What follows belongs to an exercise in optimizing a design on an open flow for small area; a production flow would make more cautious choices. RTL that was checked went through simulation tests only; none was proved equivalent to the original. Power is estimated from default activity; no workload was simulated.

## pianotiles
module pianotiles(
		CLOCK_50,
		reset,
		KEY,
		plot,
		vga_x,
		vga_y,
		vga_colour,
		HEX0,
		HEX1,
		LEDR
		);
clock: 10.0 ns
lec_check: 0
cap_margin: 20
core_margin: 2
core_utilization: 40
place_density: 0.6
slew_margin: 20
standard.sh (not shown) runs the stock make flow with config.mk's settings and CLKGATE_MAP_FILE= SYNTH_SCRIPT=/design/flow/synth_recipe.tcl, a recipe that flattens the netlist after the stock synthesis.
==> flow/flow/run.sh <==
#!/bin/bash
# Own layout flow: the standard layout (standard.sh) with these changes.
#  - Synthesis is the standard script (synth_recipe.tcl), but its abc step
#    uses an area-oriented ABC script (area.abc), run with eight seeds of its
#    &deepsyn step keeping the smallest result, and adders are left to ABC
#    (ADDER_MAP_FILE empty) instead of half/full-adder cells. Registers are
#    mapped before the abc step, exactly as in the standard synthesis.
#  - The port buffers are sky130_fd_sc_hd__buf_1 cells.
#  - Clock tree synthesis takes its arguments from cts_args.
#  - The constant outputs share one tie cell (SKIP_REPAIR_TIE_FANOUT).
# Each tool writes its full log under orfs/logs/; make's output goes to
# standard.log in the work folder.
set -euo pipefail
here=$(cd "$(dirname "${BASH_SOURCE[0]}")" && pwd)
bash standard.sh \
	SYNTH_SCRIPT="$here/own_synth.tcl" \
	ADDER_MAP_FILE= \
	SKIP_REPAIR_TIE_FANOUT=1 \
	"BUFFER_PORTS_ARGS=-buffer_cell sky130_fd_sc_hd__buf_1" \
	"CTS_ARGS=$(cat "$here/cts_args")" \
	finish > standard.log 2>&1
==> flow/flow/area.abc <==
strash
&get -n
&deepsyn -T 10 -S @SEED@
&put
&get -n
&st
&dch -f
&nf -R 100 -p -C 32 -F 8 -A 8
&put
mfs2 -W 4 -M 5000
strash
&get -n
&st
&dch -f
&nf -R 100 -p -C 32 -F 8 -A 8
&put
mfs2 -W 4 -M 5000
strash
&get -n
&st
&dch -f
&nf -R 100 -p -C 32 -F 8 -A 8
&put
topo
==> flow/flow/cts_args <==
-sink_clustering_enable -repair_clock_nets -buf_list sky130_fd_sc_hd__clkbuf_8 -sink_clustering_max_diameter 50 -dont_use_dummy_load
Other scripts of this flow, unchanged in this note and not shown: flow/flow/own_synth.tcl
The starting point ran to the end with no violations.
Edit:
==> flow/flow/cts_args (replaced) <==
-sink_clustering_enable -repair_clock_nets -buf_list {sky130_fd_sc_hd__clkbuf_4 sky130_fd_sc_hd__clkbuf_8} -sink_clustering_max_diameter 50 -dont_use_dummy_load
Outcome: The new run finished with timing, DRC and antenna clean. Wire length is lower by a few percent. Synthesized cell count came out higher by a few percent. Final area climbs slightly. Fmax is higher by a little under a tenth. Power came out higher slightly.
Edit:
==> flow/flow/area.abc (replaced) <==
strash
&get -n
&deepsyn -T 10 -S @SEED@
&put
&get -n
&st
&dch -f
&nf -R 100 -p -C 32 -F 8 -A 8
&put
topo
==> flow/flow/cts_args (replaced) <==
-sink_clustering_enable -repair_clock_nets -buf_list sky130_fd_sc_hd__clkbuf_8 -sink_clustering_max_diameter 50 -dont_use_dummy_load
Effect: Routed wire length came out higher by 0.91%. Register-to-register slack improves by 0.30 ns. Final area is about the same. Via count came out higher by 2.8%. Synthesized area came out higher by 0.49%. Worst setup slack improves by 0.30 ns. Clock power came out lower by about 4%. Sequential power barely changes. Global-route usage came out higher by 0.17 points. Worst hold slack improves by 0.0043 ns. Total power came out lower by 1.2%.


== v6 ==
pianotiles, a different RTL version from the one above (not shown whole).
For scale: roughly 92 flip-flops, ~59 I/O pins, roughly 5300 µm² of cells after synthesis.
Settings: LEC_CHECK=0, CAP_MARGIN=20, CORE_MARGIN=2, CORE_UTILIZATION=40, PLACE_DENSITY=0.6, SLEW_MARGIN=20; clock period 10.0 ns.
==> flow/flow/run.sh <==
#!/bin/bash
# Own layout flow: the standard layout (standard.sh) with two changes.
#  - Synthesis is the standard script (synth_recipe.tcl), but its abc step
#    uses an area-oriented ABC script (area.abc) and adders are left to ABC
#    (ADDER_MAP_FILE empty) instead of half/full-adder cells. Registers are
#    mapped before the abc step, exactly as in the standard synthesis.
#  - The port buffers are sky130_fd_sc_hd__buf_1 cells.
#  - Clock tree synthesis takes its arguments from cts_args.
# Each tool writes its full log under orfs/logs/; make's output goes to
# standard.log in the work folder.
set -euo pipefail
here=$(cd "$(dirname "${BASH_SOURCE[0]}")" && pwd)
bash standard.sh \
	SYNTH_SCRIPT="$here/own_synth.tcl" \
	ADDER_MAP_FILE= \
	"BUFFER_PORTS_ARGS=-buffer_cell sky130_fd_sc_hd__buf_1" \
	"CTS_ARGS=$(cat "$here/cts_args")" \
	finish > standard.log 2>&1
==> flow/flow/area.abc <==
strash
&get -n
&deepsyn -T 10
&put
&get -n
&st
&dch -f
&nf -a
&put
topo
==> flow/flow/cts_args <==
-sink_clustering_enable -repair_clock_nets -buf_list sky130_fd_sc_hd__clkbuf_16 -sink_clustering_size 40 -sink_clustering_max_diameter 120 -dont_use_dummy_load
==> flow/flow/own_synth.tcl <==
# The standard synthesis (synth_recipe.tcl in the work folder) with its abc
# call pointed at area.abc, next to this file.
set own_dir [file dirname [file normalize [info script]]]
proc abc {args} {
  global own_dir
  set i [lsearch -exact $args -script]
  if { $i >= 0 } {
    lset args [expr { $i + 1 }] [file join $own_dir area.abc]
  }
  puts "own_synth: abc $args"
  yosys abc {*}$args
}
source [file join [file dirname $own_dir] synth_recipe.tcl]
Input changes introduced in v7 (baseline for comparison: v6):
==> flow/flow/cts_args <==
-sink_clustering_enable -repair_clock_nets -buf_list sky130_fd_sc_hd__clkbuf_8 -sink_clustering_max_diameter 50 -dont_use_dummy_load
Results
From v6 to v7 the numbers moved as follows: estimated wirelength of the detail-placed design up about 1.5%; utilization after layout down 1.8 points. Against v6, v7 comes in 2.7 points lower on final period utilization. Min adder-cell share of the synthesized area across v7 and v6: v7. Of v7 and v6, the lower highest net fanout along the worst path belongs to v7. The complex-gate fraction of the synthesized area of v7 is higher than that of v6. Placed cell area came out higher on v7 than on v6.


run A:
Another version of the RTL of pianotiles (not shown whole).
Size in the first run: ~730 cells after synthesis, about 6100 um2 of cells after synthesis.
export LEC_CHECK = 0
export CAP_MARGIN = 20
export CORE_MARGIN = 2
export CORE_UTILIZATION = 40
export PLACE_DENSITY = 0.6
export SLEW_MARGIN = 20
create_clock -name core_clock -period 10.0 [get_ports {CLOCK_50}]
==> flow/flow/cts_args <==
-sink_clustering_enable -repair_clock_nets -buf_list sky130_fd_sc_hd__clkbuf_8 -sink_clustering_size 20 -dont_use_dummy_load
Scripts as last shown in full above: flow/flow/run.sh, flow/flow/area.abc, flow/flow/own_synth.tcl
Changes in run B relative to run A:
- setting CTS_BUF_LIST to sky130_fd_sc_hd__clkbuf_8 for the first time
diff --git a/flow/flow/run.sh b/flow/flow/run.sh
--- a/flow/flow/run.sh
+++ b/flow/flow/run.sh
@@ -8 +7,0 @@
-#  - Clock tree synthesis takes its arguments from cts_args.
@@ -17 +15,0 @@
-	"CTS_ARGS=$(cat "$here/cts_args")" \
==> flow/flow/area.abc <==
strash
&get -n
&st
&dch
&nf -a
&put
mfs2 -W 4 -M 5000
strash
&get -n
&st
&dch -f
&nf -a
&put
topo
removed: flow/flow/cts_args
Findings:
- Run B: full flow OK, the timing, DRC and antenna checks passed
- Run B gives less routed wire length than run A did.
- On post-layout instance count excluding filler cells: between run B and run A, it ends up higher for run B.
- Sort run B and run A by least setup slack across all paths after layout, ascending, and run B comes first.
- Sort run B and run A by power density of the placed cells, descending, and run B comes first.
- A main combinational cell family by area after synthesis of compound AO/OA/AOI/OAI gates is what run A shows, while simple AND/OR/NAND/NOR gates belongs to run B.
- [compare] base=run A new=run B: initial DRC count decreased 7.3%; final area increased 4.9%; slew at the pin with the worst max-slew slack increased 0.14 ns; area share of xor/xnor cells in the synthesized design increased 2.0 points; maximum fanout along the worst path increased 2.
- Run B vs run A: number of instances in the synthesized netlist up by a few percent
Edits applied to the flow inputs when going from run B to run C:
- clearing CTS_BUF_LIST, which used to be sky130_fd_sc_hd__clkbuf_8
- putting ABC_AREA at 1 where nothing was set
==> flow/run.sh (new file) <==
#!/bin/bash
# synth_recipe.tcl (not shown) runs the flow's synth.tcl, then flattens the netlist and writes it again
# the make line also repeats each setting of config.mk as NAME=value (left out here)
make -C /OpenROAD-flow-scripts/flow DESIGN_CONFIG=/design/flow/config.mk WORK_HOME=/design/flow/orfs CLKGATE_MAP_FILE= SYNTH_SCRIPT=/design/flow/synth_recipe.tcl finish
removed: flow/flow/run.sh
removed: flow/flow/area.abc
removed: flow/flow/own_synth.tcl
removed: flow/standard.sh
==> summary.txt <==
Run C ended up with a higher switching component of the power than run B did.
Looking at total power across both flows, run C is the weaker of the two, with run B ahead.
The mean cell area of the mapped netlist of run C is lower than that of run B.
The final critical-path setup slack reported for run C is greater than that of run B by 0.36 ns.
Function was not checked in any run of this note: the RTL went through the layout flow alone.

==> separate check: timing with driven ports <==
No port has a modelled driver above. Below, the same layouts with a new extraction and two added sets of constraints. Step 1 (the two cells are an assumption about what drives the block):
set clk [get_ports {CLOCK_50}]
set_driving_cell -lib_cell sky130_fd_sc_hd__clkbuf_16 $clk
set_driving_cell -lib_cell sky130_fd_sc_hd__buf_2 [delete_from_list [all_inputs] $clk]
Step 2 adds t to the input delays and takes it off the output delays; t is the mean of the earliest and latest rising clock arrival at the registers after step 1. Input paths then give back, and output paths get back, about the clock's delay inside the block. a / b / c = ideal ports / drivers / drivers and shift; a / b = the first two.
run | t (ns) | slack for setup (ns) | worst data-port slew with drivers (ns)
the first run of note 1 | 0.393 | 0.805 / 0.805 / 0.805 | 0.03
the second run of note 1 | 0.396 | 1.529 / 1.529 / 1.529 | 0.03
the third run of note 1 | 0.398 | 1.831 / 1.831 / 1.831 | 0.03
v6 | 0.382 | 2.926 / 2.926 / 2.926 | 0.03
v7 | 0.403 | 3.193 / 3.193 / 3.193 | 0.03
run A | 0.415 | 3.891 / 3.891 / 3.891 | 0.03
run B | 0.414 | 3.392 / 3.392 / 3.392 | 0.03
run C | 0.404 | 3.748 / 3.748 / 3.748 | 0.03
After both steps every run listed still meets setup and hold.
